This is an optimization exercise on Yosys and OpenROAD, whose aim is small area, not a production implementation.
At most, simulation tests tie the RTL to the original design; equivalence was not proved.
For runs 2 and 3, only the layout was checked, not whether the RTL still works.
Power figures rest on the tool's default switching activity, not on a simulated workload.

[design.v]
module L2RnR2L(clk8,reset8,frame_busy,cmd_inst,cmd_data,neo_size,sizeplus1,
   l2r_data,l2r_done,l2r_go);
   input clk8;
   input reset8;
   input frame_busy;
   input [3:0] cmd_inst;
   input [27:0] cmd_data;
   input [7:0] neo_size;
   input [7:0] sizeplus1;
   output l2r_done;
   output [25:0] l2r_data;
   output l2r_go;
   localparam s_cmd   = 4'b0000;  
   localparam s_start = 4'b0001;
   localparam s_addr  = 4'b0011;
   localparam s_lim   = 4'b0010;
   localparam s_cmp   = 4'b0110;
   localparam s_color = 4'b0111;
   localparam s_go1   = 4'b0101;  
   localparam s_go    = 4'b0100;
   localparam s_busy1 = 4'b1100;
   localparam s_busy  = 4'b1101;
   localparam s_done  = 4'b1111;
   localparam s_cmd1  = 4'b1110;  
   localparam i_init  = 4'b0000;
   localparam i_initd = 4'b1000;  
   localparam i_start = 4'b0001;
   localparam i_addr  = 4'b0011;
   localparam i_loop  = 4'b0111;
   localparam i_iter  = 4'b0101;
   localparam i_nexte = 4'b0100;  
   localparam i_next  = 4'b0110;
   localparam i_paus1 = 4'b0010;  
   localparam i_pause = 4'b1010;
   reg [3:0] mainsm;
   reg [3:0] iteraysm;
   reg [2:0] num_lites;
   reg [7:0] brite;
   reg wrap;             
   reg [4:0] la;         
   reg [7:0] lb;         
   reg [3:0] lc;         
   reg cmp_left, cmp_rite;
   reg [4:0] inner_rite_lite;
   reg [4:0] inner_rite_lim;
   reg [4:0] iteray;
   reg iteray_up;
   reg [11:0] random;
   reg rvalid;           
   reg [2:0] dcode;      
   assign l2r_data = {1'b0, la, lb, lc[3], 3'b000, lc[2], {3{lc[1]}}, {4{lc[0]}}};
   assign l2r_done = (mainsm == s_cmd1);
   assign l2r_go   = (mainsm == s_go) | (mainsm == s_busy1);
   wire cmdlike   = (mainsm == s_cmd) | (mainsm == s_cmd1);
   wire sel_color = (mainsm == s_go1);
   wire pend      = ~mainsm[3] & (mainsm != s_go);
   wire iteray_done = (iteraysm == i_pause) | (iteraysm == i_initd);
   wire iteray_en   = (iteraysm == i_nexte);
   function ge5(input [4:0] x, input [4:0] y);
      integer i; reg c;
      begin
         c = 1'b1;
         for (i = 0; i < 5; i = i + 1)
            c = (x[i] & ~y[i]) | (x[i] & c) | (~y[i] & c);
         ge5 = c;
      end
   endfunction
   function [4:0] sub5(input [4:0] x, input [4:0] y);
      integer i; reg c;
      begin
         c = 1'b1;
         for (i = 0; i < 5; i = i + 1) begin
            sub5[i] = x[i] ^ ~y[i] ^ c;
            c = (x[i] & ~y[i]) | (x[i] & c) | (~y[i] & c);
         end
      end
   endfunction
   function [4:0] add5(input [4:0] x, input [4:0] y);
      integer i; reg c;
      begin
         c = 1'b0;
         for (i = 0; i < 5; i = i + 1) begin
            add5[i] = x[i] ^ y[i] ^ c;
            c = (x[i] & y[i]) | (x[i] & c) | (y[i] & c);
         end
      end
   endfunction
   wire [4:0] inc  = la + 1'b1;
   wire [4:0] addr_p = wrap ? 5'd0 : inc;      
   wire [4:1] addr = pend ? addr_p[4:1] : la[4:1];
   wire at_max = (la == neo_size[4:0]);
   wire pend16 = pend & ~wrap & (la == 5'd15);
   always @ (posedge clk8 or posedge reset8)
   begin
      if (reset8)
         mainsm <= s_cmd;
      else
         case (mainsm)
            s_cmd, s_cmd1:
               if (cmd_inst == 4'h6) mainsm <= s_start;
               else mainsm <= s_cmd;
            s_start: mainsm <= s_addr;
            s_addr:  mainsm <= s_lim;
            s_lim:   mainsm <= s_cmp;
            s_cmp:   mainsm <= s_color;
            s_color: mainsm <= s_go1;
            s_go1, s_go:
               if (frame_busy) mainsm <= s_busy1;
               else mainsm <= s_go;
            s_busy1, s_busy:
               if (!frame_busy) mainsm <= s_done;
               else mainsm <= s_busy;
            s_done:  mainsm <= s_cmd1;
            default: mainsm <= s_cmd;
         endcase
   end
   always @ (posedge clk8 or posedge reset8)
   begin
      if (reset8)
         begin
            wrap <= 1'b1;
         end
      else
         begin
            if (mainsm == s_cmd1)
               wrap <= at_max;
         end
   end
   always @ (posedge clk8)
   begin
      if (cmdlike)
         begin
            num_lites <= cmd_data[22:20];
            brite     <= cmd_data[19:12];
         end
   end
   wire [4:0] left_addr_hi = add5({2'b00, num_lites}, iteray);
   wire [4:0] rite_addr_lo = sub5(inner_rite_lim, iteray);
   wire [4:0] rite_addr_hi = sub5(neo_size[4:0], iteray);
   wire [4:0] cl_d = sub5(addr_p, iteray);
   wire cl_c1 = iteray[0] & num_lites[0];
   wire cl_c2 = (iteray[1] & num_lites[1]) | (iteray[1] & cl_c1) | (num_lites[1] & cl_c1);
   wire cl_c3 = (iteray[2] & num_lites[2]) | (iteray[2] & cl_c2) | (num_lites[2] & cl_c2);
   wire cl_b = ge5(addr_p, iteray) & ~(iteray[4] & iteray[3] & cl_c3) & ~cl_d[4] & ~cl_d[3] & ge5({2'b00, num_lites}, {2'b00, cl_d[2:0]});
   always @ (posedge clk8)
   begin
      if (mainsm == s_cmp)
         begin
            cmp_left <= cl_b;
            cmp_rite <= ge5(addr_p, rite_addr_lo) & ge5(rite_addr_hi, addr_p);
         end
   end
   always @ (posedge clk8 or posedge reset8)
   begin
      if (reset8)
         iteraysm <= i_init;
      else
         case (iteraysm)
            i_init, i_initd:
               if (sel_color) iteraysm <= i_start;
               else iteraysm <= i_init;
            i_start: iteraysm <= i_addr;
            i_addr:
               if (addr[4:3] == 2'b01) iteraysm <= i_loop;
            i_loop:
               if (iteray_up == 1'b0 && iteray == 5'b00000)
                  iteraysm <= i_paus1;
               else
                  iteraysm <= i_iter;
            i_iter: iteraysm <= i_nexte;
            i_nexte, i_next:
               if (addr[4]) iteraysm <= i_addr;
               else iteraysm <= i_next;
            i_paus1, i_pause:
               if (mainsm == s_cmd1 && at_max) iteraysm <= i_initd;
               else iteraysm <= i_pause;
            default: iteraysm <= i_init;
         endcase
   end
   always @ (posedge clk8)
   begin
      if (iteraysm == i_start)
         inner_rite_lite <= sub5(sizeplus1[4:0], {2'b00, num_lites});
   end
   always @ (posedge clk8 or posedge reset8)
   begin
      if (reset8)
         inner_rite_lim <= 5'b00000;
      else if (iteraysm == i_start)
         inner_rite_lim <= sub5(neo_size[4:0], {2'b00, num_lites});
   end
   wire it_eq  = (iteray == inner_rite_lite);
   wire it_dec = ~iteray_up | it_eq;
   wire [4:0] it_z = iteray ^ {5{it_dec}};
   wire [4:0] it_t;
   assign it_t[0] = iteray_en;
   assign it_t[1] = it_t[0] & it_z[0];
   assign it_t[2] = it_t[1] & it_z[1];
   assign it_t[3] = it_t[2] & it_z[2];
   assign it_t[4] = it_t[3] & it_z[3];
   always @ (posedge clk8 or posedge reset8)
   begin
      if (reset8)
         begin
            iteray    <= 5'b00000;
            iteray_up <= 1'b1;
         end
      else
         begin
            if (iteray_en == 1'b1 && it_eq)
               iteray_up <= 1'b0;
            else if (iteray_done == 1'b1)
               iteray_up <= 1'b1;
            iteray <= iteray ^ it_t;
         end
   end
   wire feedback = random[10] ~^ random[9];
   wire [1:0] nx_code = pend16 ? random[10:9] : random[11:10];
   wire nx_valid = rvalid | pend16;
   always @ (posedge clk8 or posedge reset8)
   begin
      if (reset8)
         begin
            random <= 12'h563;
            rvalid <= 1'b0;
            dcode  <= 3'b000;
         end
      else
         begin
            if (sel_color & pend16)
               begin
                  random <= {random[10:0], feedback};
                  rvalid <= 1'b1;
               end
            if (iteray_done)
               dcode <= {nx_valid, nx_code};
         end
   end
   reg [3:0] rite_c, left_c, mix_c;
   always @*
   begin
      case (dcode)
         3'b000:  rite_c = 4'b0110;
         3'b100,
         3'b101:  rite_c = 4'b0001;
         3'b110:  rite_c = 4'b1001;
         3'b111:  rite_c = 4'b0110;
         default: rite_c = 4'b0000;
      endcase
      case (dcode)
         3'b000:  left_c = 4'b0001;
         3'b100:  left_c = 4'b0100;
         3'b101:  left_c = 4'b1000;
         3'b110:  left_c = 4'b0101;
         3'b111:  left_c = 4'b1000;
         default: left_c = 4'b0000;
      endcase
      case (dcode)
         3'b000:  mix_c = 4'b0111;
         3'b100:  mix_c = 4'b0101;
         3'b101:  mix_c = 4'b1001;
         3'b110:  mix_c = 4'b1101;
         3'b111:  mix_c = 4'b1110;
         default: mix_c = 4'b0000;
      endcase
   end
   wire mixed = cmp_left & cmp_rite;
   reg [7:0] lb_d;
   reg bc, bh;
   integer k;
   always @*
   begin
      bc = 1'b0;
      for (k = 0; k < 8; k = k + 1)
         begin
            bh = (k < 7) ? (brite[k+1] & mixed) : 1'b0;
            lb_d[k] = brite[k] ^ bh ^ bc;
            bc = (brite[k] & bh) | (brite[k] & bc) | (bh & bc);
         end
   end
   always @ (posedge clk8 or posedge reset8)
   begin
      if (reset8)
         begin
            la <= 5'b00000;
            lb <= 8'h00;
            lc <= 4'h0;
         end
      else if (sel_color)
         begin
            la <= addr_p;
            lb <= lb_d;
            case ({cmp_left, cmp_rite})
               2'b00: lc <= 4'h0;
               2'b01: lc <= rite_c;
               2'b10: lc <= left_c;
               2'b11: lc <= mix_c;
            endcase
         end
   end
endmodule
[standard.sh]
#!/bin/bash
# synth_recipe.tcl (not shown) runs the flow's synth.tcl, then flattens the netlist and writes it again
# the make line also repeats each setting of config.mk as NAME=value (left out here)
make -C /OpenROAD-flow-scripts/flow DESIGN_CONFIG=/design/flow/config.mk WORK_HOME=/design/flow/orfs CLKGATE_MAP_FILE= SYNTH_SCRIPT=/design/flow/synth_recipe.tcl "${@:-finish}"
[constraint.sdc]
create_clock -name core_clock -period 10.0 [get_ports {clk8}]
set_input_delay 2.0000 -clock core_clock [delete_from_list [all_inputs] [get_ports {clk8}]]
set_output_delay 2.0000 -clock core_clock [all_outputs]
set_load 0.01 [all_outputs]
[config.mk]
export PLATFORM = sky130hd
export DESIGN_NAME = L2RnR2L
export DESIGN_NICKNAME = L2RnR2L
export VERILOG_FILES = /design/flow/design.v
export SDC_FILE = /design/flow/constraint.sdc
export NUM_CORES = 4
export LEC_CHECK = 0
export CAP_MARGIN = 20
export CORE_MARGIN = 2
export CORE_UTILIZATION = 70
export PLACE_DENSITY = 0.85
export SLEW_MARGIN = 20
[flow/run.sh]
#!/bin/bash
set -euo pipefail
export BUFFER_PORTS_ARGS="-buffer_cell sky130_fd_sc_hd__buf_1"
export CTS_ARGS="-sink_clustering_enable -repair_clock_nets -dont_use_dummy_load"
bash standard.sh > standard.log 2>&1
==> results of run 1 <==
==> path summary, 6_finish.rpt <==
kind                        endpoint  slack, ns  depth (start not counted)
max in group asynchronous      la[0]       7.66                          2
min                            lb[3]       0.47                          2
min reg2reg                    lb[3]       0.47                          2
min in group asynchronous  mainsm[3]       1.80                          2
max                         cmp_rite       5.64                         12
max reg2reg                    lb[6]       6.37                         12
==> per-layer routing <==
metal	GRT usage [%]	vias up	share of wire, %
met5	0	-	0
met1	39.1	1449	45
li1	-	1435	-
met4	10.8	0	1.8
met2	40.9	141	46
met3	4.62	24	7.1
==> worst min-delay path, stage by stage, from the launching register on <==
cell                      delay [ns]
sky130_fd_sc_hd__dfrtp_1        0.34
sky130_fd_sc_hd__nand2_1        0.05
sky130_fd_sc_hd__nand2_1        0.05
==> final cells by class <==
class	instances	share of cell area [%]
multi-input combinational	271	45.8
sequential	71	41.5
inverter	41	3.43
tap	75	2.08
clock buffer	9	2.74
timing repair buffer	52	4.40
==> stage by stage <==
stage | cell area [um^2] | power (mW)
final | 4520 | 0.926
after global routing | 4520 | 0.994
after CTS | 4520 | 0.925
after detailed placement | 4400 | 0.750
after global placement | 4400 | 0.724
after floorplan | 4280 | 0.668
==> where the power goes <==
group	switching [mW]	internal, mW	leakage, nW	total (mW)
combinational	0.177	0.120	1.05	0.297
clock	0.0944	0.0803	0.0647	0.175
sequential	0.0851	0.368	0.820	0.454
==> cell usage after synthesis, types with 9 or more instances <==
cell	count
sky130_fd_sc_hd__and3_1	9
sky130_fd_sc_hd__a21oi_1	11
sky130_fd_sc_hd__edfxtp_1	18
sky130_fd_sc_hd__nand3_1	11
sky130_fd_sc_hd__dfrtp_1	45
sky130_fd_sc_hd__mux2_2	14
sky130_fd_sc_hd__ha_1	10
sky130_fd_sc_hd__nor2_1	21
sky130_fd_sc_hd__fa_1	20
sky130_fd_sc_hd__o21ai_0	24
sky130_fd_sc_hd__xnor2_1	18
sky130_fd_sc_hd__clkbuf_1	11
sky130_fd_sc_hd__buf_4	13
sky130_fd_sc_hd__inv_1	40
sky130_fd_sc_hd__nand2_1	44
==> cells by family after synthesis <==
kind of cell,after synthesis,share of synthesized area (%)
AOI/OAI and AO/OA,59,8.36
xor gates and xnor gates,26,5.34
adders and majority gates,34,13.3
buffers and inverters,72,7.68
DFF,71,44.0
muxes,22,5.57
other,1,0.0879
and+or+nand+nor,126,15.7
==> sequential cells by signal, summed over array words and instances, names as in the netlist <==
signal	count
cmp_left	1
cmp_rite	1
wrap	1
lb	8
iteraysm	4
inner_rite_lite	5
inner_rite_lim	5
mainsm	4
num_lites	3
rvalid	1
random	12
dcode	3
la	5
iteray	5
iteray_up	1
brite	8
lc	4
==> placed cells by master (no fill, tap or decap), types with 3 or more instances in the layout <==
cell,n
sky130_fd_sc_hd__ha_1,10
sky130_fd_sc_hd__a31oi_1,6
sky130_fd_sc_hd__nand3_1,11
sky130_fd_sc_hd__conb_1,4
sky130_fd_sc_hd__a21oi_1,11
sky130_fd_sc_hd__nor2_1,21
sky130_fd_sc_hd__buf_1,51
sky130_fd_sc_hd__mux2_2,14
sky130_fd_sc_hd__o22ai_1,3
sky130_fd_sc_hd__fa_1,20
sky130_fd_sc_hd__nor2b_1,3
sky130_fd_sc_hd__xnor2_1,18
sky130_fd_sc_hd__inv_1,39
sky130_fd_sc_hd__clkbuf_8,9
sky130_fd_sc_hd__xor2_1,8
sky130_fd_sc_hd__nor4_1,3
sky130_fd_sc_hd__mux2i_1,8
sky130_fd_sc_hd__nor3b_1,4
sky130_fd_sc_hd__nand2_1,44
sky130_fd_sc_hd__and3_1,9
sky130_fd_sc_hd__dfrtp_1,45
sky130_fd_sc_hd__edfxtp_1,18
sky130_fd_sc_hd__maj3_1,4
sky130_fd_sc_hd__nor3_1,8
sky130_fd_sc_hd__o21ai_0,24
sky130_fd_sc_hd__dfstp_2,8
sky130_fd_sc_hd__nand2b_1,5
==> results.txt, run 1 <==
- Status: timing/DRC/antenna clean
- Ratio of total power to cell area: 205 mW/mm^2
- Hold WS: 0.474 ns
- Final HPWL from detailed placement: 6190 um
- Worst setup slack after placement: 5.31 ns
- Non-filler instance count after layout: 519
- Die Height: 82.1 um
- Layout Nets: 527
- Flop and latch count out of synthesis: 71
- Req. time, crit path: 10.14 ns
- Antenna Nets Post-Route: 0
- Syn avg cell area: between 10 and 15 um^2
- Worst EP arrival: ~4.5 ns
- Time the worst path needs with I/O delays and setup: 4.36 ns
- Number of clock sinks: a little over 70
- Cell type of the slowest stage on the worst timing path: sky130_fd_sc_hd__fa_1
- Final period util: a little over two fifths
- Hold wc startpoint: lb[3]
- Cell Chain, Critical Path: buf_1, inv_1, ha_1, inv_1, fa_1, fa_1, fa_1, xor2_1, mux2i_1, xnor2_1, nand2_1, a221oi_1
- Clk latency of the worst-skew pair: 0.34 ns
- Headroom to the max-slew limit: 31.4%
- Buffer type at the clock tree root: sky130_fd_sc_hd__clkbuf_8
- Startpoint types: primary input
- Clock transition at path regs: 0.07 ns
- Number of hold violations in the final report: 0
- Dominant synthesized flop cell: sky130_fd_sc_hd__dfrtp_1
- Setup TNS: 0 ns
- Share of post-route cells with drive strength above 1: a little under a tenth
- Area taken by flip-flops and latches: 0.00188 mm^2
- Die Footprint: 0.00674 mm^2
- Top cells by area in the synthesized netlist: sky130_fd_sc_hd__dfrtp_1, sky130_fd_sc_hd__edfxtp_1, sky130_fd_sc_hd__fa_1, sky130_fd_sc_hd__dfstp_2, sky130_fd_sc_hd__nand2_1
- Number of warnings reported in the yosys synthesis log: 1
- Slew at the pin closest to its max-slew limit: slightly above 1 ns
- Core region area: 0.00592 mm^2
- Startpoint-to-endpoint class of the critical path: in -> reg
- Count of input and output buffers: 51
- Final antenna diode count: 0
- Overall overflow remaining after global route: 0
- Row count: 28
- Count of max-cap constraint violations: 0
- Post-cts resize count: 0
- TritonCTS Buffers: 9
- Critical register-to-register path startpoint: cmp_rite
- Violation count after the first detailed-routing iteration: 273
- Worst Skew: about 0.015 ns
- Effective utilization at floorplan: between 70% and 80%
- Signed area change from the synthesized netlist to the final layout: 5.98%
- DRC viols: 0
- Fillcell total: 391
- CTS tree: yes
- Share of Yosys cell area claimed by the top area cell type: 26.4%
- Antenna violations before repair: 0
- Worst hold path class: reg -> reg
- Detailed-route wire length per cell: 16.1 um
- Final setup viols: 0
- Count of mapped cells out of synthesis: 411
- Final weighted congestion in routability-driven placement: 0.895
- Total via count after detailed routing: 3,049
- Max Root-Sink Buffers: 2
- Pre-antenna DRT Iters: 4
- Maximum cell stage delay along the critical path: 0.39 ns
- Highest achievable clock rate: around 0.23 GHz
- Launching instance or port of the critical path: neo_size[0]
- Placed cell count: 510
- Io pins: 79
- Type of destination of the critical path: flip-flop
- Final count of pins violating max slew: 0
- Number of global-route vias before repair: between 2,000 and 3,000
- Global-route wire length before repair: 13,500 um
- Fraction of registers with async set or reset after synthesis: 74.6%
- Maximum VDD drop: 0.154 mV
- Leakage: 1.93 nW
- Final wirelength: between 8000 and 9000 um
- Number of enable flip-flop cells after synthesis: 18
- Cell area after technology mapping: about 0.0043 mm^2
- X dimension of the die: 82.1 um
- GRT Resource Usage Total: a little over a quarter
- Via/cell ratio: 5.87
- Worst Path Max Fanout: 4
- Post-synth cell types: 56
- Cts-stage hold buffer count: 0
- Portion of the post-synthesis area used by sequential elements: 44.0%
- Buf/Inv on CP: 3
- Setup repair after global routing missed its margin: false
- Largest net degree at the start of global routing: 54
- CTS H-Tree Depth: 3
- Core occupancy in the finished layout: 76.4%
- Cell accounting for the most synthesized area: sky130_fd_sc_hd__dfrtp_1
- Area of combinational cells with multiple inputs: a little over 0.002 mm^2
- Post-CTS setup buffer count: 0
- Cell mode on critical path: sky130_fd_sc_hd__fa_1
- Dominant delay contributor by cell family on the critical path: adder cells
- Setup ws final: 5.64 ns
==> run 2, diff against run 1 <==
--- a/design.v
+++ b/design.v
@@ -18,21 +18,19 @@
    localparam s_color = 4'b0111;
    localparam s_go1   = 4'b0101;  
-   localparam s_go    = 4'b0100;
+   localparam s_go    = 4'b1110;
    localparam s_busy1 = 4'b1100;
    localparam s_busy  = 4'b1101;
-   localparam s_done  = 4'b1111;
-   localparam s_cmd1  = 4'b1110;  
-   localparam i_init  = 4'b0000;
-   localparam i_initd = 4'b1000;  
-   localparam i_start = 4'b0001;
-   localparam i_addr  = 4'b0011;
-   localparam i_loop  = 4'b0111;
-   localparam i_iter  = 4'b0101;
-   localparam i_nexte = 4'b0100;  
-   localparam i_next  = 4'b0110;
-   localparam i_paus1 = 4'b0010;  
-   localparam i_pause = 4'b1010;
+   localparam s_done  = 4'b1001;
+   localparam s_cmd1  = 4'b1000;  
+   localparam i_init  = 3'b000;
+   localparam i_start = 3'b001;
+   localparam i_addr  = 3'b011;
+   localparam i_loop  = 3'b010;
+   localparam i_iter  = 3'b110;
+   localparam i_nexte = 3'b111;  
+   localparam i_next  = 3'b101;
+   localparam i_pause = 3'b100;  
    reg [3:0] mainsm;
-   reg [3:0] iteraysm;
+   reg [2:0] iteraysm;
    reg [2:0] num_lites;
    reg [7:0] brite;
@@ -47,5 +45,4 @@
    reg iteray_up;
    reg [11:0] random;
-   reg rvalid;           
    reg [2:0] dcode;      
    assign l2r_data = {1'b0, la, lb, lc[3], 3'b000, lc[2], {3{lc[1]}}, {4{lc[0]}}};
@@ -54,6 +51,6 @@
    wire cmdlike   = (mainsm == s_cmd) | (mainsm == s_cmd1);
    wire sel_color = (mainsm == s_go1);
-   wire pend      = ~mainsm[3] & (mainsm != s_go);
-   wire iteray_done = (iteraysm == i_pause) | (iteraysm == i_initd);
+   wire pend      = ~mainsm[3];
+   wire iteray_done = (iteraysm == i_pause);
    wire iteray_en   = (iteraysm == i_nexte);
    function ge5(input [4:0] x, input [4:0] y);
@@ -90,5 +87,4 @@
    wire [4:1] addr = pend ? addr_p[4:1] : la[4:1];
    wire at_max = (la == neo_size[4:0]);
-   wire pend16 = pend & ~wrap & (la == 5'd15);
    always @ (posedge clk8 or posedge reset8)
    begin
@@ -157,7 +153,6 @@
       else
          case (iteraysm)
-            i_init, i_initd:
+            i_init:
                if (sel_color) iteraysm <= i_start;
-               else iteraysm <= i_init;
             i_start: iteraysm <= i_addr;
             i_addr:
@@ -165,5 +160,5 @@
             i_loop:
                if (iteray_up == 1'b0 && iteray == 5'b00000)
-                  iteraysm <= i_paus1;
+                  iteraysm <= i_pause;
                else
                   iteraysm <= i_iter;
@@ -172,8 +167,6 @@
                if (addr[4]) iteraysm <= i_addr;
                else iteraysm <= i_next;
-            i_paus1, i_pause:
-               if (mainsm == s_cmd1 && at_max) iteraysm <= i_initd;
-               else iteraysm <= i_pause;
-            default: iteraysm <= i_init;
+            i_pause:
+               if (mainsm == s_cmd1 && at_max) iteraysm <= i_init;
          endcase
    end
@@ -216,52 +209,40 @@
    end
    wire feedback = random[10] ~^ random[9];
-   wire [1:0] nx_code = pend16 ? random[10:9] : random[11:10];
-   wire nx_valid = rvalid | pend16;
-   always @ (posedge clk8 or posedge reset8)
-   begin
-      if (reset8)
-         begin
-            random <= 12'h563;
-            rvalid <= 1'b0;
-            dcode  <= 3'b000;
-         end
-      else
-         begin
-            if (sel_color & pend16)
-               begin
-                  random <= {random[10:0], feedback};
-                  rvalid <= 1'b1;
-               end
+   always @ (posedge clk8 or posedge reset8)
+   begin
+      if (reset8)
+         begin
+            random   <= 12'h563;
+            dcode[2] <= 1'b0;
+         end
+      else
+         begin
+            if (mainsm == s_cmd1 && la == 5'd15 && !at_max)
+               random <= {random[10:0], feedback};
             if (iteray_done)
-               dcode <= {nx_valid, nx_code};
-         end
+               dcode[2] <= 1'b1;
+         end
+   end
+   always @ (posedge clk8)
+   begin
+      if (iteray_done)
+         dcode[1:0] <= random[11:10];
    end
    reg [3:0] rite_c, left_c, mix_c;
    always @*
    begin
-      case (dcode)
-         3'b000:  rite_c = 4'b0110;
-         3'b100,
-         3'b101:  rite_c = 4'b0001;
-         3'b110:  rite_c = 4'b1001;
-         3'b111:  rite_c = 4'b0110;
-         default: rite_c = 4'b0000;
-      endcase
-      case (dcode)
-         3'b000:  left_c = 4'b0001;
-         3'b100:  left_c = 4'b0100;
-         3'b101:  left_c = 4'b1000;
-         3'b110:  left_c = 4'b0101;
-         3'b111:  left_c = 4'b1000;
-         default: left_c = 4'b0000;
-      endcase
-      case (dcode)
-         3'b000:  mix_c = 4'b0111;
-         3'b100:  mix_c = 4'b0101;
-         3'b101:  mix_c = 4'b1001;
-         3'b110:  mix_c = 4'b1101;
-         3'b111:  mix_c = 4'b1110;
-         default: mix_c = 4'b0000;
-      endcase
+      if (!dcode[2])
+         begin
+            rite_c = 4'b0110;
+            left_c = 4'b0001;
+            mix_c  = 4'b0111;
+         end
+      else
+         case (dcode[1:0])
+            2'b00:   begin rite_c = 4'b0001; left_c = 4'b0100; mix_c = 4'b0101; end
+            2'b01:   begin rite_c = 4'b0001; left_c = 4'b1000; mix_c = 4'b1001; end
+            2'b10:   begin rite_c = 4'b1001; left_c = 4'b0101; mix_c = 4'b1101; end
+            default: begin rite_c = 4'b0110; left_c = 4'b1000; mix_c = 4'b1110; end
+         endcase
    end
    wire mixed = cmp_left & cmp_rite;
==> results.txt, run 2 <==
- Clock network power share: 14.8% (was 18.9%)
- Cts-stage hold buffer count: 0 (unchanged)
- Final instance area: 0.00440 mm^2 (was 0.00452 mm^2)
- Flop and latch count out of synthesis: 69 (was 71)
- Startpoint-to-endpoint class of the critical path: in -> reg (unchanged)
- Buffer type at the clock tree root: sky130_fd_sc_hd__clkbuf_8 (unchanged)
- Number of warnings reported in the yosys synthesis log: 1 (unchanged)
- Hold WS: 0.440 ns (was 0.474 ns)
- Largest net degree at the start of global routing: 50 (was 54)
- CTS tree: yes (unchanged)
- Clk latency of the worst-skew pair: 0.34 ns (about the same)
- Die Footprint: 0.00654 mm^2 (was 0.00674 mm^2)
- X dimension of the die: 80.9 um (was 82.1 um)
- Max FFs per register: 12 (unchanged)
- Final antenna diode count: 0 (unchanged)
- Most frequent cells in the layout: sky130_fd_sc_hd__buf_1, sky130_fd_sc_hd__dfrtp_1, sky130_fd_sc_hd__inv_1, sky130_fd_sc_hd__nand2_1 (was sky130_fd_sc_hd__buf_1, sky130_fd_sc_hd__dfrtp_1, sky130_fd_sc_hd__nand2_1, sky130_fd_sc_hd__inv_1, sky130_fd_sc_hd__o21ai_0)
- Startpoint types: primary input (unchanged)
- Number of global-route vias before repair: 2,712 (was 2,852)
- Ratio of total power to cell area: 262 mW/mm^2 (was 205 mW/mm^2)
- Area of placed instances: 0.00427 mm^2 (was 0.00440 mm^2)
- Violation count after the first detailed-routing iteration: 200 (was 273)
- Combinational cell fraction of total power: 43.4% (was 32.1%)
- Signed area change from the synthesized netlist to the final layout: 6.54% (was 5.98%)
- Final period util: 42.5% (was 43.6%)
- Top Registers: random: 12 flops, brite: 8 flops, lb: 8 flops (unchanged)
- Most common library cell in the layout ignoring fill and taps: sky130_fd_sc_hd__buf_1 (unchanged)
- Top cells by area in the synthesized netlist: sky130_fd_sc_hd__dfrtp_1, sky130_fd_sc_hd__edfxtp_1, sky130_fd_sc_hd__fa_1, sky130_fd_sc_hd__dfstp_2, sky130_fd_sc_hd__mux2_1 (was sky130_fd_sc_hd__dfrtp_1, sky130_fd_sc_hd__edfxtp_1, sky130_fd_sc_hd__fa_1, sky130_fd_sc_hd__dfstp_2, sky130_fd_sc_hd__nand2_1)
- Post-synth cell types: 60 (was 56)
- Setup repair after global routing missed its margin: false (unchanged)
- Internal Dissipation: 678 uW (was 569 uW)
- Share of post-route cells with drive strength above 1: 10.0% (was 9.23%)
- Clock transition at path regs: 0.07 ns (about the same)
- DRC viols: 0 (unchanged)
- Io pins: 79 (unchanged)
- Type of destination of the critical path: flip-flop (unchanged)
- Worst Skew: 0.0133 ns (was 0.0151 ns)
- Count of max-cap constraint violations: 0 (unchanged)
- Row count: 27 (was 28)
- Setup slack, reg-to-reg: 6.48 ns (was 6.37 ns)
- Max Root-Sink Buffers: 2 (unchanged)
- Post-cts resize count: 0 (unchanged)
- Antenna Nets Post-Route: 0 (unchanged)
- Pre-antenna DRT Iters: 5 (was 4)
- Overall overflow remaining after global route: 0 (unchanged)
- Cell accounting for the most synthesized area: sky130_fd_sc_hd__dfrtp_1 (unchanged)
- Number of clock sinks: 69 (was 71)
- Top cells by count, synth: sky130_fd_sc_hd__dfrtp_1, sky130_fd_sc_hd__inv_1, sky130_fd_sc_hd__nand2_1 (was sky130_fd_sc_hd__dfrtp_1, sky130_fd_sc_hd__nand2_1, sky130_fd_sc_hd__inv_1)
- Leakage: 1.91 nW (was 1.93 nW)
- Headroom to the max-slew limit: 45.2% (was 31.4%)
- Final count of pins violating max slew: 0 (unchanged)
- Slew at the pin closest to its max-slew limit: 0.822 ns (was 1.02 ns)
- Die Height: 80.9 um (was 82.1 um)
- CTS H-Tree Depth: 3 (unchanged)
- Time the worst path needs with I/O delays and setup: 4.25 ns (was 4.36 ns)
- Maximum VDD drop: 0.151 mV (was 0.154 mV)
- Share of Yosys cell area claimed by the top area cell type: 24.8% (was 26.4%)
- Setup ws final: 5.75 ns (was 5.64 ns)
- Worst EP arrival: 4.32 ns (was 4.50 ns)
- Worst Path Max Fanout: 2 (was 4)
- Fraction of registers with async set or reset after synthesis: 71.0% (was 74.6%)
- Most repeated cell in the gate-level netlist after synthesis: sky130_fd_sc_hd__dfrtp_1 (unchanged)
- Portion of the post-synthesis area used by sequential elements: 44.4% (was 44.0%)
- Total via count after detailed routing: 2,781 (was 3,049)
- Status: timing/DRC/antenna clean (unchanged)
- Sequential cell fraction of total power: 41.8% (was 49.0%)
- Highest achievable clock rate: 0.235 GHz (was 0.230 GHz)
- Layout Nets: 491 (was 527)
- Post-CTS setup buffer count: 0 (unchanged)
- Req. time, crit path: 10.07 ns (was 10.14 ns)
- Detailed-route wire length per cell: 16.1 um (about the same)
- Net switching component of the power: 474 uW (was 356 uW)
- Via/cell ratio: 5.79 (was 5.87)
- Syn avg cell area: 11.1 um^2 (was 10.4 um^2)
- Global-route wire length before repair: 12,800 um (was 13,500 um)
- Setup TNS: 0 ns (unchanged)
- TritonCTS Buffers: 9 (unchanged)
- Count of input and output buffers: 51 (unchanged)
- Cell area after technology mapping: 0.00413 mm^2 (was 0.00427 mm^2)
- Final weighted congestion in routability-driven placement: 0.869 (was 0.895)
- Core region area: 0.00561 mm^2 (was 0.00592 mm^2)
- Final HPWL from detailed placement: 5600 um (was 6190 um)
- Dominant synthesized flop cell: sky130_fd_sc_hd__dfrtp_1 (unchanged)
- Top register by number of flip-flops: random (unchanged)
- Core occupancy in the finished layout: 78.5% (was 76.4%)
- Final wirelength: 7710 um (was 8360 um)
- Switching portion of total power: 41.2% (was 38.5%)
- Final setup viols: 0 (unchanged)
- Antenna violations before repair: 0 (unchanged)
- Effective utilization at floorplan: 73.7% (was 72.1%)
- Worst hold path class: reg -> reg (unchanged)
- Worst setup slack after placement: 5.41 ns (was 5.31 ns)
- GRT Resource Usage Total: 26.5% (was 27.0%)
- Number of enable flip-flop cells after synthesis: 20 (was 18)
- Number of hold violations in the final report: 0 (unchanged)
- Count of mapped cells out of synthesis: 371 (was 411)
==> run 2: cell types whose count changed in the layout (fill, tap and decap cells not counted), sizes merged, moves of 5 or more <==
cell / change
a31oi: -5
nor2b: +7
nand3: -6
mux2: +5
nor2: -9
inv: -6
nand2: -15
==> run 2: per-layer routing <==
layer  share of wire (%)  GRT usage (%)  vias to the layer above
met5                   0              0                        -
met2                  49           42.1                      102
met4                 1.5           10.3                        0
met1                  44           36.8                     1352
li1                    -              -                     1316
met3                 5.3           4.67                       11
==> run 2: metrics by stage <==
step | power (mW) | cells
global placement | 0.944 | 470
global route | 1.25 | 480
CTS | 1.15 | 479
detailed placement | 0.977 | 470
finish | 1.15 | 480
floorplan | 0.860 | 374
==> run 2: final timing paths <==
path	endpoint	startpoint	depth (start not counted)
worst max register to register	lb[6]	cmp_rite	12
max in group asynchronous	inner_rite_lim[0]	reset8	2
worst min register to register	dcode[1]	random[11]	0
min in group asynchronous	random[3]	reset8	2
worst min-delay path	dcode[1]	random[11]	0
worst max-delay path	cmp_rite	neo_size[0]	10
==> run 2: cell families (layout without fill, tap and decap cells) <==
kind of cell               Yosys count  after routing  share of synthesized area, %
and+or+nand+nor                     98             98                          12.6
DFF                                 69             69                          44.4
buffers and inverters               64             98                          7.38
AOI/OAI and AO/OA                   57             57                          9.72
adders and majority gates           33             33                          13.4
muxes                               25             25                          6.72
xor gates and xnor gates            24             24                          5.63
other                                1              4                        0.0907
==> run 2: worst max-delay path: stages <==
cell and delay (ns):
sky130_fd_sc_hd__buf_1 0.11, sky130_fd_sc_hd__inv_1 0.10, sky130_fd_sc_hd__ha_1 0.14, sky130_fd_sc_hd__inv_1 0.05
sky130_fd_sc_hd__fa_1 0.38, sky130_fd_sc_hd__fa_1 0.39, sky130_fd_sc_hd__fa_1 0.47, sky130_fd_sc_hd__a21o_1 0.20
sky130_fd_sc_hd__o41ai_1 0.35, sky130_fd_sc_hd__o32ai_1 0.13
==> run 2: power groups by stage <==
stage          sequential, mW  combinational [mW]  clock (mW)
3_3_place_gp            0.479               0.465           0
5_1_grt                 0.498               0.567       0.184
6_report                0.482               0.500       0.170
3_5_place_dp            0.486               0.491           0
2_1_floorplan           0.443               0.416           0
4_1_cts                 0.481               0.496       0.173
==> run 2: area by class of cell <==
type	count	area [um^2]
multi-input cells	241	2000
well taps	72	90.1
repair buffers	54	218
fillers	353	1200
flip-flops and latches	69	1840
clock buffers	9	124
inverters	35	133
==> run 3, diff against run 2 <==
--- a/design.v
+++ b/design.v
@@ -87,4 +87,5 @@
    wire [4:1] addr = pend ? addr_p[4:1] : la[4:1];
    wire at_max = (la == neo_size[4:0]);
+   wire pend16 = pend & ~wrap & (la == 5'd15);
    always @ (posedge clk8 or posedge reset8)
    begin
@@ -209,4 +210,5 @@
    end
    wire feedback = random[10] ~^ random[9];
+   wire [1:0] nx_code = pend16 ? random[10:9] : random[11:10];
    always @ (posedge clk8 or posedge reset8)
    begin
@@ -218,5 +220,5 @@
       else
          begin
-            if (mainsm == s_cmd1 && la == 5'd15 && !at_max)
+            if (sel_color & pend16)
                random <= {random[10:0], feedback};
             if (iteray_done)
@@ -227,5 +229,5 @@
    begin
       if (iteray_done)
-         dcode[1:0] <= random[11:10];
+         dcode[1:0] <= nx_code;
    end
    reg [3:0] rite_c, left_c, mix_c;
==> results.txt, run 3 <==
- Clk latency of the worst-skew pair: 0.35 ns (was 0.34 ns)
- Startpoint types: primary input (unchanged)
- Main combinational cell family by area after synthesis: adder cells (unchanged)
- Worst setup slack after placement: 5.35 ns (was 5.41 ns)
- Final count of pins violating max slew: 0 (unchanged)
- Maximum VDD drop: 0.158 mV (was 0.151 mV)
- Worst Skew: 0.0242 ns (was 0.0133 ns)
- Layout Nets: 478 (was 491)
- Complex-gate fraction of the synthesized area: 8.31% (was 9.72%)
- Effective utilization at floorplan: 72.8% (was 73.7%)
- Headroom to the max-slew limit: 34.7% (was 45.2%)
- Fraction of registers with async set or reset after synthesis: 71.0% (unchanged)
- Post-CTS setup buffer count: 0 (unchanged)
- Number of clock sinks: 69 (unchanged)
- Max Root-Sink Buffers: 2 (unchanged)
- Worst hold path class: reg -> reg (unchanged)
- Non-filler instance count after layout: 467 (was 480)
- Io pins: 79 (unchanged)
- Time the worst path needs with I/O delays and setup: 4.40 ns (was 4.25 ns)
- Via/cell ratio: 5.71 (was 5.79)
- Ratio of total power to cell area: 282 mW/mm^2 (was 262 mW/mm^2)
- Count of input and output buffers: 51 (unchanged)
- Top register by number of flip-flops: random (unchanged)
- Leakage: 1.85 nW (was 1.91 nW)
- Pre-antenna DRT Iters: 4 (was 5)
- Top Registers: random: 12 flops, brite: 8 flops, lb: 8 flops (unchanged)
- Number of global-route vias before repair: 2,686 (was 2,712)
- Overall overflow remaining after global route: 0 (unchanged)
- DRC viols: 0 (unchanged)
- Req. time, crit path: 10.12 ns (was 10.07 ns)
- Buf/Inv on CP: 3 (unchanged)
- Setup ws final: 5.60 ns (was 5.75 ns)
- Final antenna diode count: 0 (unchanged)
- Number of hold violations in the final report: 0 (unchanged)
- Most common library cell in the layout ignoring fill and taps: sky130_fd_sc_hd__buf_1 (unchanged)
- Max FFs per register: 12 (unchanged)
- Final setup viols: 0 (unchanged)
- Endpoint of the most critical register-to-register path: lb[6] (unchanged)
- TritonCTS Buffers: 9 (unchanged)
- CTS H-Tree Depth: 3 (unchanged)
- Core region area: 0.00554 mm^2 (was 0.00561 mm^2)
- Type of destination of the critical path: flip-flop (unchanged)
- Most repeated cell in the gate-level netlist after synthesis: sky130_fd_sc_hd__dfrtp_1 (unchanged)
- Status: timing/DRC/antenna clean (unchanged)
- Maximum cell stage delay along the critical path: 0.41 ns (was 0.47 ns)
- Most frequent cells in the layout: sky130_fd_sc_hd__buf_1, sky130_fd_sc_hd__dfrtp_1, sky130_fd_sc_hd__inv_1, sky130_fd_sc_hd__nand2_1, sky130_fd_sc_hd__mux2_2 (was sky130_fd_sc_hd__buf_1, sky130_fd_sc_hd__dfrtp_1, sky130_fd_sc_hd__inv_1, sky130_fd_sc_hd__nand2_1)
- Worst EP arrival: 4.52 ns (was 4.32 ns)
- Setup TNS: 0 ns (unchanged)
- Final weighted congestion in routability-driven placement: 0.897 (was 0.869)
- Share of Yosys cell area claimed by the top area cell type: 25.4% (was 24.8%)
- GRT Resource Usage Total: 26.0% (was 26.5%)
- Detailed-route wire length per cell: 15.8 um (was 16.1 um)
- Cell Chain, Critical Path: buf_1, inv_1, ha_1, inv_1, fa_1, fa_1, fa_1, xor2_1, nand2_1, o21ai_0, xnor2_1, a2111oi_2 (was buf_1, inv_1, ha_1, inv_1, fa_1, fa_1, fa_1, a21o_1, o41ai_1, o32ai_1)
- Portion of the post-synthesis area used by sequential elements: 45.5% (was 44.4%)
- Placed cell count: 458 (was 470)
- Die Height: 79.9 um (was 80.9 um)
- Number of enable flip-flop cells after synthesis: 20 (unchanged)
- Dominant synthesized flop cell: sky130_fd_sc_hd__dfrtp_1 (unchanged)
- Die Footprint: 0.00639 mm^2 (was 0.00654 mm^2)
- Multiplexer fraction of the synthesized cell area: 6.64% (was 6.72%)
- X dimension of the die: 79.9 um (was 80.9 um)
- Post-cts resize count: 0 (unchanged)
- Top cells by count, synth: sky130_fd_sc_hd__dfrtp_1, sky130_fd_sc_hd__inv_1, sky130_fd_sc_hd__nand2_1 (unchanged)
- CTS tree: yes (unchanged)
- Share of synthesized cell area in full adder, half adder and majority cells: 14.6% (was 13.4%)
- Violation count after the first detailed-routing iteration: 220 (was 200)
- Worst Path Max Fanout: 2 (unchanged)
- Area of placed instances: 0.00415 mm^2 (was 0.00427 mm^2)
- Slew at the pin closest to its max-slew limit: 0.975 ns (was 0.822 ns)
- Post-synth cell types: 56 (was 60)
- Cell mode on critical path: sky130_fd_sc_hd__fa_1 (unchanged)
- Share of post-route cells with drive strength above 1: 13.7% (was 10.0%)
- Cell area after technology mapping: 0.00403 mm^2 (was 0.00413 mm^2)
- Signed area change from the synthesized netlist to the final layout: 5.96% (was 6.54%)
- Flop and latch count out of synthesis: 69 (unchanged)
- Top cells by area in the synthesized netlist: sky130_fd_sc_hd__dfrtp_1, sky130_fd_sc_hd__edfxtp_1, sky130_fd_sc_hd__fa_1, sky130_fd_sc_hd__mux2_2, sky130_fd_sc_hd__dfstp_2 (was sky130_fd_sc_hd__dfrtp_1, sky130_fd_sc_hd__edfxtp_1, sky130_fd_sc_hd__fa_1, sky130_fd_sc_hd__dfstp_2, sky130_fd_sc_hd__mux2_1)
- Largest net degree at the start of global routing: 50 (unchanged)
- Cts-stage hold buffer count: 0 (unchanged)
- Setup slack, reg-to-reg: 6.46 ns (was 6.48 ns)
- Dominant delay contributor by cell family on the critical path: adder cells (unchanged)
- Number of cells on the worst reg-to-reg path: 12 (unchanged)
- Critical register-to-register path startpoint: cmp_rite (unchanged)
- Final period util: 44.0% (was 42.5%)
- XOR/XNOR share of the synthesized area: 6.08% (was 5.63%)
- Cell type of the slowest stage on the worst timing path: sky130_fd_sc_hd__fa_1 (unchanged)
- Buffer type at the clock tree root: sky130_fd_sc_hd__clkbuf_8 (unchanged)
- Cell accounting for the most synthesized area: sky130_fd_sc_hd__dfrtp_1 (unchanged)
- Row count: 27 (unchanged)
- Global-route wire length before repair: 12,400 um (was 12,800 um)
- Syn avg cell area: 11.4 um^2 (was 11.1 um^2)
- Number of warnings reported in the yosys synthesis log: 1 (unchanged)
- Setup repair after global routing missed its margin: false (unchanged)
- Antenna violations before repair: 0 (unchanged)
- Final instance area: 0.00427 mm^2 (was 0.00440 mm^2)
- Antenna Nets Post-Route: 0 (unchanged)
- Total via count after detailed routing: 2,667 (was 2,781)
- Highest achievable clock rate: 0.227 GHz (was 0.235 GHz)
- Clock transition at path regs: 0.06 ns (was 0.07 ns)
- Launching instance or port of the critical path: neo_size[0] (unchanged)
- Timing endpoint of the critical path: cmp_rite (unchanged)
- Synth Area in Simple Gates: 10.5% (was 12.6%)
- Count of cell instances traversed by the critical path: 12 (was 10)
- Startpoint-to-endpoint class of the critical path: in -> reg (unchanged)
- Count of mapped cells out of synthesis: 354 (was 371)
- Final HPWL from detailed placement: 5460 um (was 5600 um)
- Final wirelength: 7390 um (was 7710 um)
- Count of max-cap constraint violations: 0 (unchanged)
-- run 3: changes by cell type in the layout (fill, tap and decap cells not counted), sizes merged, moves of 3 or more --
cell and change:
nor2b -6, nand2 -5, mux2i -4, mux2 +3, nor3 -5, nor2 +4
inv +4, o21ai -5, maj3 +3
-- run 3: worst reg2reg max path, cell delays in order, from the launching register on --
cell and delay [ns]:
sky130_fd_sc_hd__edfxtp_1 0.53, sky130_fd_sc_hd__and3_1 0.24, sky130_fd_sc_hd__ha_1 0.19, sky130_fd_sc_hd__fa_1 0.36
sky130_fd_sc_hd__inv_1 0.08, sky130_fd_sc_hd__fa_1 0.15, sky130_fd_sc_hd__inv_1 0.05, sky130_fd_sc_hd__fa_1 0.38
sky130_fd_sc_hd__fa_1 0.40, sky130_fd_sc_hd__fa_1 0.38, sky130_fd_sc_hd__inv_1 0.09, sky130_fd_sc_hd__fa_1 0.41
sky130_fd_sc_hd__o21ai_0 0.19
-- run 3: where the power goes --
| group | switching (mW) | internal (mW) | total, mW |
|---|---|---|---|
| Clock | 0.0920 | 0.0802 | 0.172 |
| Combinational | 0.294 | 0.245 | 0.539 |
| Sequential | 0.107 | 0.388 | 0.495 |
-- run 3: final cells by class --
cell class	instances	area, um^2
clock buffer	9	124
fill	364	1270
inverter	39	148
multi-input combinational	226	1880
sequential	69	1840
tap	72	90.1
timing repair buffer	52	199
-- run 3: worst min path at each step --
stage | start | end | slack (ns) | cells past startpoint
detailed placement | lb[7] | lb[7] | 0.47 | 2
floorplan | random[0] | random[0] | 0.46 | 2
CTS | lb[7] | lb[7] | 0.48 | 2
global placement | lb[2] | lb[2] | 0.46 | 2
finish | lb[7] | lb[7] | 0.49 | 2
global route | lb[2] | lb[2] | 0.51 | 2
-- run 3: metal layers --
metal | vias to the layer above | part of all wire [%] | global-route usage, %
li1 | 1260 | - | -
met1 | 1303 | 44 | 34.9
met2 | 92 | 49 | 42.1
met3 | 12 | 5.5 | 5.09
met4 | 0 | 1.3 | 9.83
met5 | - | 0 | 0
-- run 3: metrics by stage --
stage | utilization (%) | hold WS, ns | power [mW]
after detailed placement | 74.9 | 0.471 | 1.03
final | 77.1 | 0.489 | 1.21
after global placement | 74.9 | 0.460 | 0.995
after floorplan | - | 0.456 | 0.927
after CTS | 77.1 | 0.485 | 1.21
after global routing | 77.1 | 0.510 | 1.30
-- run 3: cells by family after synthesis --
group | Yosys count
AND/OR/NAND/NOR | 83
XOR/XNOR | 28
flip-flops | 69
multiplexers | 24
AO/OA/AOI/OAI | 51
adder cells (fa/ha/maj) | 36
other | 1
buffers and inverters | 62
==> run 4, diff against run 3 <==
--- a/design.v
+++ b/design.v
@@ -215,6 +215,6 @@
       if (reset8)
          begin
-            random   <= 12'h563;
-            dcode[2] <= 1'b0;
+            random <= 12'h563;
+            dcode  <= 3'b000;
          end
       else
@@ -223,11 +223,6 @@
                random <= {random[10:0], feedback};
             if (iteray_done)
-               dcode[2] <= 1'b1;
-         end
-   end
-   always @ (posedge clk8)
-   begin
-      if (iteray_done)
-         dcode[1:0] <= nx_code;
+               dcode <= {1'b1, nx_code};
+         end
    end
    reg [3:0] rite_c, left_c, mix_c;
==> results.txt, run 4 <==
- Top cells by area in the synthesized netlist: sky130_fd_sc_hd__dfrtp_1, sky130_fd_sc_hd__edfxtp_1, sky130_fd_sc_hd__fa_1, sky130_fd_sc_hd__dfstp_2, sky130_fd_sc_hd__nand2_1 (was sky130_fd_sc_hd__dfrtp_1, sky130_fd_sc_hd__edfxtp_1, sky130_fd_sc_hd__fa_1, sky130_fd_sc_hd__mux2_2, sky130_fd_sc_hd__dfstp_2)
- Maximum cell stage delay along the critical path: 0.39 ns (was 0.41 ns)
- Violation count after the first detailed-routing iteration: 146 (was 220)
- Highest achievable clock rate: 0.236 GHz (was 0.227 GHz)
- Final weighted congestion in routability-driven placement: 0.853 (was 0.897)
- Clk latency of the worst-skew pair: 0.35 ns (about the same)
- Global-route wire length before repair: 12,200 um (was 12,400 um)
- Time the worst path needs with I/O delays and setup: 4.24 ns (was 4.40 ns)
- Cell count of the worst hold path: 2 (unchanged)
- Flop and latch count out of synthesis: 69 (unchanged)
- Share of Yosys cell area claimed by the top area cell type: 26.9% (was 25.4%)
- Net switching component of the power: 434 uW (was 493 uW)
- Antenna Nets Post-Route: 0 (unchanged)
- Switching portion of total power: 39.7% (was 40.9%)
- Number of warnings reported in the yosys synthesis log: 1 (unchanged)
- Post-CTS setup buffer count: 0 (unchanged)
- Fraction of registers with async set or reset after synthesis: 73.9% (was 71.0%)
- Multiplexer fraction of the synthesized cell area: 5.09% (was 6.64%)
- Launching instance or port of the critical path: neo_size[0] (unchanged)
- Setup repair after global routing missed its margin: false (unchanged)
- Number of global-route vias before repair: 2,590 (was 2,686)
- GRT Resource Usage Total: 25.6% (was 26.0%)
- Number of cells on the worst reg-to-reg path: 12 (unchanged)
- Number of enable flip-flop cells after synthesis: 18 (was 20)
- Core region area: 0.00551 mm^2 (was 0.00554 mm^2)
- Final antenna diode count: 0 (unchanged)
- Die Footprint: 0.00634 mm^2 (was 0.00639 mm^2)
- Top cells by count, synth: sky130_fd_sc_hd__nand2_1, sky130_fd_sc_hd__dfrtp_1, sky130_fd_sc_hd__inv_1 (was sky130_fd_sc_hd__dfrtp_1, sky130_fd_sc_hd__inv_1, sky130_fd_sc_hd__nand2_1)
- Total via count after detailed routing: 2,660 (was 2,667)
- Most common library cell in the layout ignoring fill and taps: sky130_fd_sc_hd__buf_1 (unchanged)
- Ratio of total power to cell area: 255 mW/mm^2 (was 282 mW/mm^2)
- Cell accounting for the most synthesized area: sky130_fd_sc_hd__dfrtp_1 (unchanged)
- Final count of pins violating max slew: 0 (unchanged)
- Clock transition at path regs: 0.06 ns (about the same)
- Number of hold violations in the final report: 0 (unchanged)
- Top Registers: random: 12 flops, brite: 8 flops, lb: 8 flops (unchanged)
- Cell Chain, Critical Path: buf_1, inv_1, ha_1, inv_1, fa_1, fa_1, fa_1, xnor2_1, a21oi_1, xnor2_1, a31oi_1, o211a_1 (was buf_1, inv_1, ha_1, inv_1, fa_1, fa_1, fa_1, xor2_1, nand2_1, o21ai_0, xnor2_1, a2111oi_2)
- Endpoint of the most critical register-to-register path: lb[6] (unchanged)
- Max FFs per register: 12 (unchanged)
- Share of synthesized cell area in full adder, half adder and majority cells: 14.4% (was 14.6%)
- Complex-gate fraction of the synthesized area: 8.41% (was 8.31%)
- Area of placed instances: 0.00415 mm^2 (about the same)
- Status: timing/DRC/antenna clean (unchanged)
- Worst Path Max Fanout: 2 (unchanged)
- Type of destination of the critical path: flip-flop (unchanged)
- Setup slack, reg-to-reg: 6.59 ns (was 6.46 ns)
- Pre-antenna DRT Iters: 4 (unchanged)
- Effective utilization at floorplan: 72.7% (was 72.8%)
- TritonCTS Buffers: 9 (unchanged)
- Dominant synthesized flop cell: sky130_fd_sc_hd__dfrtp_1 (unchanged)
- XOR/XNOR share of the synthesized area: 6.12% (was 6.08%)
- Maximum VDD drop: 0.182 mV (was 0.158 mV)
- Count of max-cap constraint violations: 0 (unchanged)
- Count of mapped cells out of synthesis: 370 (was 354)
- Final instance area: 0.00428 mm^2 (was 0.00427 mm^2)
- Fillcell total: 369 (was 364)
- CTS H-Tree Depth: 3 (unchanged)
- Leakage: 1.88 nW (was 1.85 nW)
- Critical register-to-register path startpoint: cmp_rite (unchanged)
- Worst EP arrival: 4.31 ns (was 4.52 ns)
- Die Height: 79.6 um (was 79.9 um)
- Sequential cell fraction of total power: 43.6% (was 41.0%)
- Cell mode on critical path: sky130_fd_sc_hd__fa_1 (unchanged)
- Count of input and output buffers: 51 (unchanged)
- Detailed-route wire length per cell: 14.8 um (was 15.8 um)
- Worst Skew: 0.0265 ns (was 0.0242 ns)
- Syn avg cell area: 10.8 um^2 (was 11.4 um^2)
- Final HPWL from detailed placement: 5350 um (was 5460 um)
- Cell area after technology mapping: 0.00400 mm^2 (was 0.00403 mm^2)
- Via/cell ratio: 5.53 (was 5.71)
- Portion of the post-synthesis area used by sequential elements: 45.6% (was 45.5%)
- Most repeated cell in the gate-level netlist after synthesis: sky130_fd_sc_hd__nand2_1 (was sky130_fd_sc_hd__dfrtp_1)
- Slew at the pin closest to its max-slew limit: 0.862 ns (was 0.975 ns)
- Headroom to the max-slew limit: 42.5% (was 34.7%)
- Startpoint-to-endpoint class of the critical path: in -> reg (unchanged)
- Top register by number of flip-flops: random (unchanged)
- Share of post-route cells with drive strength above 1: 11.0% (was 13.7%)
- Internal Dissipation: 658 uW (was 713 uW)
- Number of clock sinks: 69 (unchanged)
- Synth Area in Simple Gates: 12.9% (was 10.5%)
- Layout Nets: 492 (was 478)
- Startpoint types: primary input (unchanged)
- Req. time, crit path: 10.08 ns (was 10.12 ns)
- Final wirelength: 7100 um (was 7390 um)
- Row count: 27 (unchanged)
- Overall overflow remaining after global route: 0 (unchanged)
- Post-synth cell types: 62 (was 56)
- Combinational cell fraction of total power: 41.0% (was 44.7%)
- Cts-stage hold buffer count: 0 (unchanged)
- Most frequent cells in the layout: sky130_fd_sc_hd__buf_1, sky130_fd_sc_hd__nand2_1, sky130_fd_sc_hd__dfrtp_1, sky130_fd_sc_hd__inv_1 (was sky130_fd_sc_hd__buf_1, sky130_fd_sc_hd__dfrtp_1, sky130_fd_sc_hd__inv_1, sky130_fd_sc_hd__nand2_1, sky130_fd_sc_hd__mux2_2)
- Endpoint with the worst hold slack: lb[1] (was lb[7])
- Max Root-Sink Buffers: 2 (unchanged)
- Post-cts resize count: 0 (unchanged)
- DRC viols: 0 (unchanged)
- X dimension of the die: 79.6 um (was 79.9 um)
- Worst hold path class: reg -> reg (unchanged)
- CTS tree: yes (unchanged)
- Final setup viols: 0 (unchanged)
- Cell type of the slowest stage on the worst timing path: sky130_fd_sc_hd__fa_1 (unchanged)
- Io pins: 79 (unchanged)
- Largest net degree at the start of global routing: 52 (was 50)
- Clock network power share: 15.4% (was 14.3%)
- Setup TNS: 0 ns (unchanged)
- Final period util: 42.4% (was 44.0%)
- Hold wc startpoint: lb[1] (was lb[7])
- Signed area change from the synthesized netlist to the final layout: 6.87% (was 5.96%)
- Buffer type at the clock tree root: sky130_fd_sc_hd__clkbuf_8 (unchanged)
- Main combinational cell family by area after synthesis: adder cells (unchanged)
- Antenna violations before repair: 0 (unchanged)
[run 4: changes by cell type in the layout (fill, tap and decap cells not counted), moves of 4 or more]
| cell | change |
|---|---|
| sky130_fd_sc_hd__o21ai_0 | +4 |
| sky130_fd_sc_hd__nand2_1 | +21 |
| sky130_fd_sc_hd__mux2_1 | +4 |
| sky130_fd_sc_hd__mux2_2 | -11 |
[run 4: kinds of logic after synthesis]
kind of cell / count (synthesis)
compound gates: 52
xor+xnor: 28
fa+ha+maj: 35
buf+inv: 63
flops: 69
mux: 18
other cells: 1
simple gates: 104
[run 4: worst max-delay path: cells and delay by family]
kind | cells | cell delay, ns
adders and majority gates | 4 | 1.30
buffers and inverters | 3 | 0.25
AOI/OAI and AO/OA | 3 | 0.33
xor gates and xnor gates | 2 | 0.45
[run 4: how the worst max path moves through the flow]
stage	endpoint	slack [ns]	depth (start not counted)
after global placement	cmp_rite	5.54	12
after global routing	cmp_rite	5.62	12
after detailed placement	cmp_rite	5.48	12
final	cmp_rite	5.76	12
after floorplan	cmp_rite	5.78	11
after CTS	cmp_rite	5.77	12
[run 4: power groups by stage]
stage / sequential [mW] / combinational (mW) / clock (mW)
4_1_cts: 0.476 / 0.452 / 0.171
5_1_grt: 0.492 / 0.510 / 0.182
2_1_floorplan: 0.448 / 0.362 / 0
3_3_place_gp: 0.474 / 0.416 / 0
3_5_place_dp: 0.481 / 0.440 / 0
6_report: 0.476 / 0.448 / 0.168
[run 4: through the flow]
stage	total power [mW]	std cells	setup WS, ns	hold WS (ns)	utilization, %
after floorplan	0.810	373	5.78	0.450	-
after global placement	0.890	472	5.54	0.457	75.4
after detailed placement	0.921	472	5.48	0.463	75.4
after CTS	1.10	481	5.77	0.478	77.7
after global routing	1.18	481	5.62	0.496	77.7
final	1.09	481	5.76	0.481	77.7
[run 4: layout make-up]
type	instances	area, um^2	area share [%]
sequential	69	1830	42.7
clock buffer	9	124	2.89
inverter	38	144	3.36
multi-input combinational	241	1900	44.3
tap	72	90.1	2.11
timing repair buffer	52	199	4.65
[run 4: metal layers]
| metal | vias to the layer above | GRT usage [%] | wire length (um) |
|---|---|---|---|
| met5 | - | 0 | 0 |
| met4 | 0 | 8.45 | 146 |
| met3 | 12 | 5.88 | 367 |
| met2 | 78 | 41.0 | 3460 |
| met1 | 1276 | 35.0 | 3130 |
| li1 | 1294 | - | - |
==> run 5, diff against run 4 <==
--- a/design.v
+++ b/design.v
@@ -47,8 +47,10 @@
    reg [2:0] dcode;      
    assign l2r_data = {1'b0, la, lb, lc[3], 3'b000, lc[2], {3{lc[1]}}, {4{lc[0]}}};
-   assign l2r_done = (mainsm == s_cmd1);
-   assign l2r_go   = (mainsm == s_go) | (mainsm == s_busy1);
-   wire cmdlike   = (mainsm == s_cmd) | (mainsm == s_cmd1);
-   wire sel_color = (mainsm == s_go1);
+   wire is_cmd1   = mainsm[3] & ~mainsm[2] & ~mainsm[0];                
+   wire is_cmp    = ~mainsm[3] & mainsm[2] & mainsm[1] & ~mainsm[0];    
+   assign l2r_done = is_cmd1;
+   assign l2r_go   = mainsm[3] & mainsm[2] & ~mainsm[0];                
+   wire cmdlike   = ~mainsm[2] & ~mainsm[1] & ~mainsm[0];               
+   wire sel_color = ~mainsm[3] & mainsm[2] & ~mainsm[1];               
    wire pend      = ~mainsm[3];
    wire iteray_done = (iteraysm == i_pause);
@@ -120,5 +122,5 @@
       else
          begin
-            if (mainsm == s_cmd1)
+            if (is_cmd1)
                wrap <= at_max;
          end
@@ -142,5 +144,5 @@
    always @ (posedge clk8)
    begin
-      if (mainsm == s_cmp)
+      if (is_cmp)
          begin
             cmp_left <= cl_b;
@@ -169,5 +171,5 @@
                else iteraysm <= i_next;
             i_pause:
-               if (mainsm == s_cmd1 && at_max) iteraysm <= i_init;
+               if (is_cmd1 && at_max) iteraysm <= i_init;
          endcase
    end
@@ -215,6 +217,6 @@
       if (reset8)
          begin
-            random <= 12'h563;
-            dcode  <= 3'b000;
+            random   <= 12'h563;
+            dcode[2] <= 1'b0;
          end
       else
@@ -223,6 +225,11 @@
                random <= {random[10:0], feedback};
             if (iteray_done)
-               dcode <= {1'b1, nx_code};
-         end
+               dcode[2] <= 1'b1;
+         end
+   end
+   always @ (posedge clk8)
+   begin
+      if (iteray_done)
+         dcode[1:0] <= nx_code;
    end
    reg [3:0] rite_c, left_c, mix_c;
==> results.txt, run 5 <==
- Status: timing/DRC/antenna clean (unchanged)
- Overall overflow remaining after global route: 0 (unchanged)
- Final setup viols: 0 (unchanged)
- Max FFs per register: 12 (unchanged)
- Highest achievable clock rate: 0.240 GHz (was 0.236 GHz)
- Flop and latch count out of synthesis: 69 (unchanged)
- Most repeated cell in the gate-level netlist after synthesis: sky130_fd_sc_hd__inv_1 (was sky130_fd_sc_hd__nand2_1)
- Number of warnings reported in the yosys synthesis log: 1 (unchanged)
- Total via count after detailed routing: 2,706 (was 2,660)
- Count of input and output buffers: 51 (unchanged)
- Global-route wire length before repair: 11,800 um (was 12,200 um)
- Maximum VDD drop: 0.168 mV (was 0.182 mV)
- Pre-antenna DRT Iters: 6 (was 4)
- Count of max-cap constraint violations: 0 (unchanged)
- Cell type of the slowest stage on the worst timing path: sky130_fd_sc_hd__fa_1 (unchanged)
- Clock transition at path regs: 0.07 ns (was 0.06 ns)
- TritonCTS Buffers: 9 (unchanged)
- Io pins: 79 (unchanged)
- X dimension of the die: 78.9 um (was 79.6 um)
- Final period util: 41.6% (was 42.4%)
- Maximum cell stage delay along the critical path: 0.40 ns (was 0.39 ns)
- Cell accounting for the most synthesized area: sky130_fd_sc_hd__dfrtp_1 (unchanged)
- Ratio of total power to cell area: 274 mW/mm^2 (was 255 mW/mm^2)
- Die Footprint: 0.00622 mm^2 (was 0.00634 mm^2)
- Number of enable flip-flop cells after synthesis: 20 (was 18)
- Layout Nets: 480 (was 492)
- Max Root-Sink Buffers: 2 (unchanged)
- Antenna Nets Post-Route: 0 (unchanged)
- Final HPWL from detailed placement: 5240 um (was 5350 um)
- Violation count after the first detailed-routing iteration: 134 (was 146)
- Dominant synthesized flop cell: sky130_fd_sc_hd__dfrtp_1 (unchanged)
- Worst EP arrival: 4.31 ns (about the same)
- Slew at the pin closest to its max-slew limit: 0.933 ns (was 0.862 ns)
- Antenna violations before repair: 0 (unchanged)
- Worst Path Max Fanout: 2 (unchanged)
- Req. time, crit path: 10.15 ns (was 10.08 ns)
- Placed cell count: 460 (was 472)
- Final antenna diode count: 0 (unchanged)
- Cell Chain, Critical Path: buf_1, inv_1, ha_1, inv_1, fa_1, fa_1, fa_1, xor2_1, xnor2_1, a211oi_2, a211oi_1 (was buf_1, inv_1, ha_1, inv_1, fa_1, fa_1, fa_1, xnor2_1, a21oi_1, xnor2_1, a31oi_1, o211a_1)
- Post-synth cell types: 48 (was 62)
- Clk latency of the worst-skew pair: 0.34 ns (was 0.35 ns)
- Worst hold path class: reg -> reg (unchanged)
- Most common library cell in the layout ignoring fill and taps: sky130_fd_sc_hd__buf_1 (unchanged)
- Top register by number of flip-flops: random (unchanged)
- Headroom to the max-slew limit: 37.6% (was 42.5%)
- Number of hold violations in the final report: 0 (unchanged)
- Time the worst path needs with I/O delays and setup: 4.16 ns (was 4.24 ns)
- Leakage: 1.84 nW (was 1.88 nW)
- Cell mode on critical path: sky130_fd_sc_hd__fa_1 (unchanged)
- Top Registers: random: 12 flops, brite: 8 flops, lb: 8 flops (unchanged)
- Fillcell total: 368 (was 369)
- Startpoint-to-endpoint class of the critical path: in -> reg (unchanged)
- DRC viols: 0 (unchanged)
- Cell area after technology mapping: 0.00392 mm^2 (was 0.00400 mm^2)
- Final count of pins violating max slew: 0 (unchanged)
- Share of Yosys cell area claimed by the top area cell type: 26.2% (was 26.9%)
- Startpoint types: primary input (unchanged)
- Final weighted congestion in routability-driven placement: 0.867 (was 0.853)
- Post-cts resize count: 0 (unchanged)
- GRT Resource Usage Total: 24.9% (was 25.6%)
- Setup TNS: 0 ns (unchanged)
- Effective utilization at floorplan: 71.7% (was 72.7%)
- CTS tree: yes (unchanged)
- Syn avg cell area: 11.0 um^2 (was 10.8 um^2)
- Core region area: 0.00547 mm^2 (was 0.00551 mm^2)
- Most frequent cells in the layout: sky130_fd_sc_hd__buf_1, sky130_fd_sc_hd__inv_1, sky130_fd_sc_hd__dfrtp_1, sky130_fd_sc_hd__nand2_1 (was sky130_fd_sc_hd__buf_1, sky130_fd_sc_hd__nand2_1, sky130_fd_sc_hd__dfrtp_1, sky130_fd_sc_hd__inv_1)
- Via/cell ratio: 5.77 (was 5.53)
- Largest net degree at the start of global routing: 50 (was 52)
- Type of destination of the critical path: flip-flop (unchanged)
- Row count: 27 (unchanged)
- Post-CTS setup buffer count: 0 (unchanged)
- Buffer type at the clock tree root: sky130_fd_sc_hd__clkbuf_8 (unchanged)
- Detailed-route wire length per cell: 15.1 um (was 14.8 um)
- Signed area change from the synthesized netlist to the final layout: 7.69% (was 6.87%)
- Worst Skew: 0.0188 ns (was 0.0265 ns)
- Non-filler instance count after layout: 469 (was 481)
- Die Height: 78.9 um (was 79.6 um)
- Top cells by count, synth: sky130_fd_sc_hd__inv_1, sky130_fd_sc_hd__dfrtp_1, sky130_fd_sc_hd__nand2_1 (was sky130_fd_sc_hd__nand2_1, sky130_fd_sc_hd__dfrtp_1, sky130_fd_sc_hd__inv_1)
- Portion of the post-synthesis area used by sequential elements: 46.8% (was 45.6%)
- CTS H-Tree Depth: 3 (unchanged)
- Count of mapped cells out of synthesis: 356 (was 370)
- Final wirelength: 7070 um (was 7100 um)
- Setup repair after global routing missed its margin: false (unchanged)
- Number of clock sinks: 69 (unchanged)
- Fraction of registers with async set or reset after synthesis: 71.0% (was 73.9%)
- Cts-stage hold buffer count: 0 (unchanged)
- Share of post-route cells with drive strength above 1: 12.8% (was 11.0%)
- Number of global-route vias before repair: 2,608 (was 2,590)
- Top cells by area in the synthesized netlist: sky130_fd_sc_hd__dfrtp_1, sky130_fd_sc_hd__edfxtp_1, sky130_fd_sc_hd__fa_1, sky130_fd_sc_hd__mux2_2, sky130_fd_sc_hd__dfstp_2 (was sky130_fd_sc_hd__dfrtp_1, sky130_fd_sc_hd__edfxtp_1, sky130_fd_sc_hd__fa_1, sky130_fd_sc_hd__dfstp_2, sky130_fd_sc_hd__nand2_1)
[run 5: worst max-delay path, delay by kind of cell]
family	cells	cell delay (ns)
buf+inv	3	0.24
compound gates	2	0.35
xor+xnor	2	0.42
fa+ha+maj	4	1.31
[run 5: cell families (layout without fill, tap and decap cells)]
| kind of cell | count (synthesis) | count (layout) | share of synthesized area [%] |
|---|---|---|---|
| and+or+nand+nor | 84 | 84 | 10.4 |
| muxes | 20 | 20 | 5.74 |
| adders and majority gates | 37 | 37 | 15.3 |
| DFF | 69 | 69 | 46.8 |
| AOI/OAI and AO/OA | 52 | 52 | 8.33 |
| buffers and inverters | 66 | 104 | 7.27 |
| xor gates and xnor gates | 27 | 27 | 6.03 |
| other | 1 | 4 | 0.0956 |
[run 5: layout make-up]
type / instances / area, um^2 / area share, %
sequential: 69 / 1840 / 43.5
inverter: 43 / 163 / 3.85
clock buffer: 9 / 124 / 2.93
tap: 72 / 90.1 / 2.13
multi-input combinational: 224 / 1810 / 42.9
timing repair buffer: 52 / 199 / 4.71
[run 5: metal layers]
| metal | up-vias | track usage [%] | wire length, um |
|---|---|---|---|
| li1 | 1268 | - | - |
| met1 | 1310 | 33.7 | 3010 |
| met2 | 106 | 39.6 | 3420 |
| met3 | 22 | 5.00 | 459 |
| met4 | 0 | 11.2 | 178 |
| met5 | - | 0 | 0 |
[run 5: worst paths after layout]
check                           slack (ns)   startpoint       end  depth (start not counted)
worst max-delay path                  5.84  neo_size[0]  cmp_rite                         11
min in group asynchronous             1.76       reset8     lb[0]                          2
worst max register to register        6.44     cmp_rite     lb[6]                         12
worst min-delay path                  0.48        lb[2]     lb[2]                          2
worst min register to register        0.48        lb[2]     lb[2]                          2
max in group asynchronous             7.73       reset8     la[2]                          2
[run 5: stage by stage]
| step | util [%] | instance area (um^2) | setup WS [ns] | power, mW | hold WS [ns] |
|---|---|---|---|---|---|
| 6_report | 77.2 | 4220 | 5.84 | 1.16 | 0.483 |
| 5_1_grt | 77.2 | 4220 | 5.80 | 1.26 | 0.517 |
| 4_1_cts | 77.2 | 4220 | 5.87 | 1.16 | 0.488 |
| 3_5_place_dp | 74.9 | 4100 | 5.53 | 0.990 | 0.473 |
| 3_3_place_gp | 74.9 | 4100 | 5.56 | 0.958 | 0.461 |
| 2_1_floorplan | - | 3930 | 5.77 | 0.865 | 0.450 |
[run 5: report_power, final]
group | leakage (nW) | internal (mW) | switching [mW]
clock | 0.0647 | 0.0801 | 0.0881
sequential | 0.779 | 0.391 | 0.103
combinational | 1.00 | 0.217 | 0.278
total | 1.84 | 0.688 | 0.469

Check on run 5: ideal ports give 5.838 ns setup slack; a clkbuf_16 on the clock port and buf_2 on the inputs give 5.841 ns; moving port delays by the midpoint clock arrival (0.363 ns) as well gives 5.478 ns.
